Context: an optimization exercise on an open-source flow, tuned for small area, a short achievable clock period and few clock cycles. The choices shown serve that exercise and are no tape-out recipe. Where RTL was checked, it was by simulation tests only, not by an equivalence proof against the original.

==> run R: inputs <==
==> flow/design.v <==
module Bin2BCD(
    input clk,
    input rst,
    input en,
    input [11:0] bin_d_in,
    output [15:0] bcd_d_out,
    output rdy
    );
    function [2:0] mod5(input [3:0] d);
        begin
            mod5[2] = (d[2] & ~d[1] & ~d[0]) | (d[3] & d[0]);
            mod5[1] = (d[1] & ~d[2]) | (d[1] & d[0]) | (d[3] & ~d[0]);
            mod5[0] = (~d[3] & ~d[2] & d[0]) | (d[2] & d[1] & ~d[0]) | (d[3] & ~d[0]);
        end
    endfunction
    function ge5(input [3:0] d);
        ge5 = d[3] | (d[2] & (d[1] | d[0]));
    endfunction
    wire [3:0] a0_0 = {3'd0, bin_d_in[11]};
    wire [3:0] a1_0 = {a0_0[2:0], bin_d_in[10]};
    wire [3:0] a2_0 = {a1_0[2:0], bin_d_in[9]};
    wire [3:0] a3_0 = {mod5(a2_0), bin_d_in[8]};
    wire [3:0] a3_1 = {3'd0, ge5(a2_0)};
    wire [3:0] a4_0 = {mod5(a3_0), bin_d_in[7]};
    wire [3:0] a4_1 = {a3_1[2:0], ge5(a3_0)};
    wire [3:0] a5_0 = {mod5(a4_0), bin_d_in[6]};
    wire [3:0] a5_1 = {a4_1[2:0], ge5(a4_0)};
    wire [3:0] a6_0 = {mod5(a5_0), bin_d_in[5]};
    wire [3:0] a6_1 = {mod5(a5_1), ge5(a5_0)};
    wire [3:0] a6_2 = {3'd0, ge5(a5_1)};
    wire [3:0] a7_0 = {mod5(a6_0), bin_d_in[4]};
    wire [3:0] a7_1 = {mod5(a6_1), ge5(a6_0)};
    wire [3:0] a7_2 = {a6_2[2:0], ge5(a6_1)};
    wire [3:0] a8_0 = {mod5(a7_0), bin_d_in[3]};
    wire [3:0] a8_1 = {mod5(a7_1), ge5(a7_0)};
    wire [3:0] a8_2 = {a7_2[2:0], ge5(a7_1)};
    wire [3:0] a9_0 = {mod5(a8_0), bin_d_in[2]};
    wire [3:0] a9_1 = {mod5(a8_1), ge5(a8_0)};
    wire [3:0] a9_2 = {mod5(a8_2), ge5(a8_1)};
    wire [3:0] a9_3 = {3'd0, ge5(a8_2)};
    reg [14:0] mid_q;
    reg        rdy_q;
    always @(posedge clk) begin
        if (en) mid_q <= {a9_3[0:0], a9_2[3:0], a9_1[3:0], a9_0[3:0], bin_d_in[1:0]};
        rdy_q <= en & ~rst;
    end
    wire [3:0] m_3 = {3'b0, mid_q[14:14]};
    wire [3:0] m_2 = {mid_q[13:10]};
    wire [3:0] m_1 = {mid_q[9:6]};
    wire [3:0] m_0 = {mid_q[5:2]};
    wire [3:0] b10_0 = {mod5(m_0), mid_q[1]};
    wire [3:0] b10_1 = {mod5(m_1), ge5(m_0)};
    wire [3:0] b10_2 = {mod5(m_2), ge5(m_1)};
    wire [3:0] b10_3 = {m_3[2:0], ge5(m_2)};
    wire [3:0] b11_0 = {mod5(b10_0), mid_q[0]};
    wire [3:0] b11_1 = {mod5(b10_1), ge5(b10_0)};
    wire [3:0] b11_2 = {mod5(b10_2), ge5(b10_1)};
    wire [3:0] b11_3 = {b10_3[2:0], ge5(b10_2)};
    assign bcd_d_out = {b11_3, b11_2, b11_1, b11_0};
    assign rdy = rdy_q;
endmodule
==> flow/flow/run.sh <==
#!/bin/bash
set -euo pipefail
export ABC_POST_SCRIPT=$PWD/flow/abc_post.script
[ -f flow/abc_pre.script ] && export ABC_PRE_SCRIPT=$PWD/flow/abc_pre.script
sed "s|SYNTH_SCRIPT=[^ ]*|SYNTH_SCRIPT=$PWD/flow/synth_custom.tcl|" standard.sh > standard_custom.sh
bash standard_custom.sh synth > synth.log 2>&1
export BUFFER_PORTS_ARGS="-buffer_cell sky130_fd_sc_hd__buf_1"
export DONT_USE_CELLS="sky130_fd_sc_hd__clkdlybuf4s50_1 sky130_fd_sc_hd__clkdlybuf4s50_2 sky130_fd_sc_hd__clkdlybuf4s25_1 sky130_fd_sc_hd__clkdlybuf4s25_2 sky130_fd_sc_hd__clkdlybuf4s15_1 sky130_fd_sc_hd__clkdlybuf4s15_2 sky130_fd_sc_hd__clkdlybuf4s18_1 sky130_fd_sc_hd__clkdlybuf4s18_2 sky130_fd_sc_hd__dlymetal6s2s_1 sky130_fd_sc_hd__dlymetal6s4s_1 sky130_fd_sc_hd__dlymetal6s6s_1 sky130_fd_sc_hd__dlygate4sd1_1 sky130_fd_sc_hd__dlygate4sd2_1 sky130_fd_sc_hd__dlygate4sd3_1"
bash standard.sh > layout.log 2>&1
==> flow/flow/abc_post.script <==
strash
dch
amap
topo
stime -c
buffer -c
upsize -c
dnsize -c
==> flow/flow/synth_custom.tcl <==
# The standard flow's synthesis script (synth_recipe.tcl) with one change: Yosys's abc
# pass maps the logic after the register (the generic gates in the fan-in
# cone of bcd_d_out, which have timing slack to spare) with flow/abc_post.script, and then the rest
# of the logic with the ORFS script as usual.
proc synth {args} { yosys synth -nofsm -noshare {*}$args }
proc abc {args} {
  set i [lsearch -exact $args -script]
  if { [info exists ::env(ABC_POST_SCRIPT)] && $::env(ABC_POST_SCRIPT) ne "" } {
    set a $args
    lset a [expr {$i + 1}] $::env(ABC_POST_SCRIPT)
    yosys select -set post_cone o:bcd_d_out %ci*:-sky130_fd_sc_hd__edfxtp_1[D,DE,CLK]:-sky130_fd_sc_hd__dfxtp_1[D,CLK] t:\$_*_ %i
    yosys abc {*}$a @post_cone
  }
  yosys abc {*}$args
}
source $::env(SCRIPTS_DIR)/synth.tcl
# left out here: clear keep_hierarchy, flatten, clean up, hide names made inside functions, write 1_2_yosys.v
==> flow/standard.sh <==
#!/bin/bash
# synth_recipe.tcl (not shown) runs the flow's synth.tcl, then flattens the netlist and writes it again
# the make line also repeats each setting of config.mk as NAME=value (left out here)
make -C /OpenROAD-flow-scripts/flow DESIGN_CONFIG=/design/flow/config.mk WORK_HOME=/design/flow/orfs CLKGATE_MAP_FILE= SYNTH_SCRIPT=/design/flow/synth_recipe.tcl "${@:-finish}"
==> flow/config.mk <==
export PLATFORM = sky130hd
export DESIGN_NAME = Bin2BCD
export DESIGN_NICKNAME = Bin2BCD
export VERILOG_FILES = /design/flow/design.v
export SDC_FILE = /design/flow/constraint.sdc
export NUM_CORES = 4
export LEC_CHECK = 0
export ABC_AREA = 1
export CAP_MARGIN = 20
export CORE_MARGIN = 2
export CORE_UTILIZATION = 70
export CTS_BUF_LIST = sky130_fd_sc_hd__clkbuf_4
export CTS_CLUSTER_DIAMETER = 100
export CTS_CLUSTER_SIZE = 30
export PLACE_DENSITY = 0.85
export SETUP_SLACK_MARGIN = 0.3
export SLEW_MARGIN = 20
==> flow/constraint.sdc <==
create_clock -name core_clock -period 3.0 [get_ports {clk}]
set_input_delay 0.6000 -clock core_clock [delete_from_list [all_inputs] [get_ports {clk}]]
set_output_delay 0.6000 -clock core_clock [all_outputs]
set_load 0.01 [all_outputs]
==> inputs of run D, as changes to run R <==
==> flow/flow/synth_custom.tcl (replaced) <==
# The standard flow's synthesis script (synth_recipe.tcl) with one change: Yosys's abc
# pass maps the logic after the register (the fan-out cone of mid_q, which
# has timing slack to spare) with flow/abc_post.script, and then the rest
# of the logic with the ORFS script as usual.
proc synth {args} { yosys synth -nofsm -noshare {*}$args }
proc abc {args} {
  set i [lsearch -exact $args -script]
  if { [info exists ::env(ABC_POST_SCRIPT)] && $::env(ABC_POST_SCRIPT) ne "" } {
    set a $args
    lset a [expr {$i + 1}] $::env(ABC_POST_SCRIPT)
    yosys select -set post_cone w:mid_q %co*
    yosys abc {*}$a @post_cone
  }
  yosys abc {*}$args
}
source $::env(SCRIPTS_DIR)/synth.tcl
# left out here: clear keep_hierarchy, flatten, clean up, hide names made inside functions, write 1_2_yosys.v
==> summary.txt <==
Run R ended with an error in 1_2_yosys. Run D went through all stages and came out clean.
Testbench counts of run R, summed over its fixed seeds: cycles 4,096.
Testbench counts of run D, summed over its fixed seeds: cycles 4,096.

---

==> inputs of 05-18 <==
RTL: the design.v shown in full above, as it stands there.
export LEC_CHECK = 0
export ABC_AREA = 1
export CAP_MARGIN = 20
export CORE_MARGIN = 2
export CORE_UTILIZATION = 70
export CTS_BUF_LIST = sky130_fd_sc_hd__clkbuf_4
export CTS_CLUSTER_DIAMETER = 100
export CTS_CLUSTER_SIZE = 30
export PLACE_DENSITY = 0.85
export SETUP_SLACK_MARGIN = 0.6
export SLEW_MARGIN = 20
create_clock -name core_clock -period 3.0 [get_ports {clk}]
standard.sh (not shown) runs the stock make flow with config.mk's settings and CLKGATE_MAP_FILE= SYNTH_SCRIPT=/design/flow/synth_recipe.tcl, a recipe that flattens the netlist after the stock synthesis.
==> flow/flow/run.sh <==
#!/bin/bash
set -euo pipefail
bash standard.sh synth > synth.log 2>&1
export BUFFER_PORTS_ARGS="-buffer_cell sky130_fd_sc_hd__buf_1"
export DONT_USE_CELLS="sky130_fd_sc_hd__clkdlybuf4s50_1 sky130_fd_sc_hd__clkdlybuf4s50_2 sky130_fd_sc_hd__clkdlybuf4s25_1 sky130_fd_sc_hd__clkdlybuf4s25_2 sky130_fd_sc_hd__clkdlybuf4s15_1 sky130_fd_sc_hd__clkdlybuf4s15_2 sky130_fd_sc_hd__clkdlybuf4s18_1 sky130_fd_sc_hd__clkdlybuf4s18_2 sky130_fd_sc_hd__dlymetal6s2s_1 sky130_fd_sc_hd__dlymetal6s4s_1 sky130_fd_sc_hd__dlymetal6s6s_1 sky130_fd_sc_hd__dlygate4sd1_1 sky130_fd_sc_hd__dlygate4sd2_1 sky130_fd_sc_hd__dlygate4sd3_1"
bash standard.sh > layout.log 2>&1
==> 02-25: changes against 05-18 <==
==> flow/design.v (replaced) <==
module Bin2BCD(
    input clk,
    input rst,
    input en,
    input [11:0] bin_d_in,
    output [15:0] bcd_d_out,
    output rdy
    );
    function [3:0] add3(input [3:0] d);
        case (d)
            4'd5: add3 = 4'd8;
            4'd6: add3 = 4'd9;
            4'd7: add3 = 4'd10;
            4'd8: add3 = 4'd11;
            4'd9: add3 = 4'd12;
            default: add3 = d;
        endcase
    endfunction
    reg [27:0] a;
    integer i;
    always @* begin
        a = {16'b0, bin_d_in};
        for (i = 0; i < 10; i = i + 1) begin
            a[15:12] = add3(a[15:12]);
            a[19:16] = add3(a[19:16]);
            a[23:20] = add3(a[23:20]);
            a[27:24] = add3(a[27:24]);
            a = a << 1;
        end
    end
    reg [14:0] mid_q;
    reg        rdy_q;
    always @(posedge clk) begin
        if (en) mid_q <= a[24:10];
        rdy_q <= en & ~rst;
    end
    reg [27:0] s;
    integer j;
    always @* begin
        s = 28'b0;
        s[24:10] = mid_q;
        for (j = 0; j < 2; j = j + 1) begin
            s[15:12] = add3(s[15:12]);
            s[19:16] = add3(s[19:16]);
            s[23:20] = add3(s[23:20]);
            s[27:24] = add3(s[27:24]);
            s = s << 1;
        end
    end
    assign bcd_d_out = s[27:12];
    assign rdy = rdy_q;
endmodule
==> flow/run.sh (new file) <==
#!/bin/bash
# synth_recipe.tcl (not shown) runs the flow's synth.tcl, then flattens the netlist and writes it again
# the make line also repeats each setting of config.mk as NAME=value (left out here)
make -C /OpenROAD-flow-scripts/flow DESIGN_CONFIG=/design/flow/config.mk WORK_HOME=/design/flow/orfs CLKGATE_MAP_FILE= SYNTH_SCRIPT=/design/flow/synth_recipe.tcl finish
==> flow/config.mk (replaced) <==
export PLATFORM = sky130hd
export DESIGN_NAME = Bin2BCD
export DESIGN_NICKNAME = Bin2BCD
export VERILOG_FILES = /design/flow/design.v
export SDC_FILE = /design/flow/constraint.sdc
export NUM_CORES = 4
export LEC_CHECK = 0
export ABC_AREA = 1
export CAP_MARGIN = 20
export CORE_MARGIN = 2
export CORE_UTILIZATION = 40
export SETUP_SLACK_MARGIN = 0.5
export SLEW_MARGIN = 20
removed: flow/flow/run.sh
removed: flow/standard.sh
==> 01-22: changes against 05-18 <==
==> flow/design.v (replaced) <==
module Bin2BCD(
    input clk,
    input rst,
    input en,
    input [11:0] bin_d_in,
    output [15:0] bcd_d_out,
    output rdy
    );
    function [3:0] add3(input [3:0] d);
        case (d)
            4'd5: add3 = 4'd8;
            4'd6: add3 = 4'd9;
            4'd7: add3 = 4'd10;
            4'd8: add3 = 4'd11;
            4'd9: add3 = 4'd12;
            default: add3 = d;
        endcase
    endfunction
    reg [27:0] a;
    integer i;
    always @* begin
        a = {16'b0, bin_d_in};
        for (i = 0; i < 8; i = i + 1) begin
            a[15:12] = add3(a[15:12]);
            a[19:16] = add3(a[19:16]);
            a[23:20] = add3(a[23:20]);
            a[27:24] = add3(a[27:24]);
            a = a << 1;
        end
    end
    reg [13:0] mid_q;
    reg        rdy_q;
    always @(posedge clk) begin
        if (en) mid_q <= a[21:8];
        rdy_q <= en & ~rst;
    end
    reg [27:0] s;
    integer j;
    always @* begin
        s = 28'b0;
        s[21:8] = mid_q;
        for (j = 0; j < 4; j = j + 1) begin
            s[15:12] = add3(s[15:12]);
            s[19:16] = add3(s[19:16]);
            s[23:20] = add3(s[23:20]);
            s[27:24] = add3(s[27:24]);
            s = s << 1;
        end
    end
    assign bcd_d_out = s[27:12];
    assign rdy = rdy_q;
endmodule
==> flow/run.sh (new file) <==
#!/bin/bash
# synth_recipe.tcl (not shown) runs the flow's synth.tcl, then flattens the netlist and writes it again
# the make line also repeats each setting of config.mk as NAME=value (left out here)
make -C /OpenROAD-flow-scripts/flow DESIGN_CONFIG=/design/flow/config.mk WORK_HOME=/design/flow/orfs CLKGATE_MAP_FILE= SYNTH_SCRIPT=/design/flow/synth_recipe.tcl finish
==> flow/config.mk (replaced) <==
export PLATFORM = sky130hd
export DESIGN_NAME = Bin2BCD
export DESIGN_NICKNAME = Bin2BCD
export VERILOG_FILES = /design/flow/design.v
export SDC_FILE = /design/flow/constraint.sdc
export NUM_CORES = 4
export LEC_CHECK = 0
export ABC_AREA = 1
export CAP_MARGIN = 20
export CORE_MARGIN = 2
export CORE_UTILIZATION = 40
export SLEW_MARGIN = 20
removed: flow/flow/run.sh
removed: flow/standard.sh
==> 02-26: changes against 05-18 <==
==> flow/config.mk (replaced) <==
export PLATFORM = sky130hd
export DESIGN_NAME = Bin2BCD
export DESIGN_NICKNAME = Bin2BCD
export VERILOG_FILES = /design/flow/design.v
export SDC_FILE = /design/flow/constraint.sdc
export NUM_CORES = 4
export LEC_CHECK = 0
export ABC_AREA = 1
export CAP_MARGIN = 20
export CORE_MARGIN = 2
export CORE_UTILIZATION = 40
export SLEW_MARGIN = 20
==> reports/qor.csv <==
stage,metric,value,unit
placed_design,dp_slack,224,ps
die,design.core.area,0.00243,mm2
yosys,syn_avg_cell_area,6.06,um2
run_status,status,"complete, no violations",
placed_design,gp_routability_congestion,0.777,
worst_setup_path,worst-path-max-fanout,5,
worst_setup_path,cp.depth,21,
the above is filed under 05-18

==> reports/qor.csv <==
stage,metric,value,unit
run_status,status,failed layout checks,
run_status,so_faults,setup timing,
timing,setup_viol,2,
die,initial_core_util,42.1,%
placed_design,dp_slack,-118,ps
yosys,syn_avg_cell_area,6.01,um2
worst_setup_path,crit_path_start_kind,register,
timing,worst_slack,-19.5,ps
placed_design,gp_routability_congestion,0.839,
worst_setup_path,cp.depth,18,
die,design.core.area,0.00479,mm2
worst_setup_path,worst-path-max-fanout,6,
yosys,yosys.area.top_type_share,20.9,%
the above is filed under 01-22

==> reports/qor.csv <==
stage,metric,value,unit
worst_setup_path,cp.depth,22,
yosys,syn_avg_cell_area,6.20,um2
placed_design,dp_slack,-188,ps
die,design.core.area,0.00432,mm2
run_status,status,"complete, no violations",
worst_setup_path,worst-path-max-fanout,5,
placed_design,gp_routability_congestion,0.837,
the above is filed under 02-25

==> reports/qor.csv <==
stage,metric,value,unit
run_status,status,"complete, no violations",
die,ioPinCount,32,
worst_setup_path,worst-path-max-fanout,5,
yosys,syn_avg_cell_area,6.06,um2
die,design.core.area,0.00429,mm2
placed_design,gp_routability_congestion,0.855,
worst_setup_path,critPathKind,in2reg,
worst_setup_path,cp.depth,18,
die,dieHeight,70.2,um
placed_design,dp_slack,244,ps
the above is filed under 02-26

Testbench counts of 05-18, summed over its fixed seeds: cycles 4,096.
Testbench counts of 02-26, summed over its fixed seeds: cycles 4,096.
For 02-25 and 01-22, only the layout was checked, not whether the RTL still works.

[separate check: timing with driven ports]
How much do the figures lean on ideal ports? The routed layouts below were timed once more, with nothing changed but the port constraints.
Step 1 assumes that a clkbuf_16 drives the clock port and a buf_2 every other input.
Step 2 adds t to the input delays and takes it off the output delays; t is the mean of the earliest and latest rising clock arrival at the registers after step 1. Input paths then give back, and output paths get back, about the clock's delay inside the block.
a / b / c = ideal ports / drivers / drivers and shift; a / b = the first two.
run	t (ns)	setup WS [ns]	hold WS [ns]	worst setup path after step 2	worst slew at a driven data input, ns
run D	0.306	0.565 / 0.560 / 0.253	0.467 / 0.473 / 0.780	input to register	0.04
05-18	0.330	0.328 / 0.309 / -0.021	0.443 / 0.450 / 0.780	input to register	0.06
02-25	0.268	0.372 / 0.364 / 0.096	0.874 / 0.875 / 1.143	input to register	0.06
01-22	0.270	-0.019 / -0.042 / 0.054	0.862 / 0.859 / 1.129	input to register	0.04
02-26	0.261	0.479 / 0.478 / 0.217	0.501 / 0.505 / 0.766	input to register	0.03
With both steps, setup timing fails in 05-18, where it was met with ideal ports. For 05-18, which loses most, drivers alone change the setup slack by -0.019 ns; drivers and shift together by -0.349 ns.
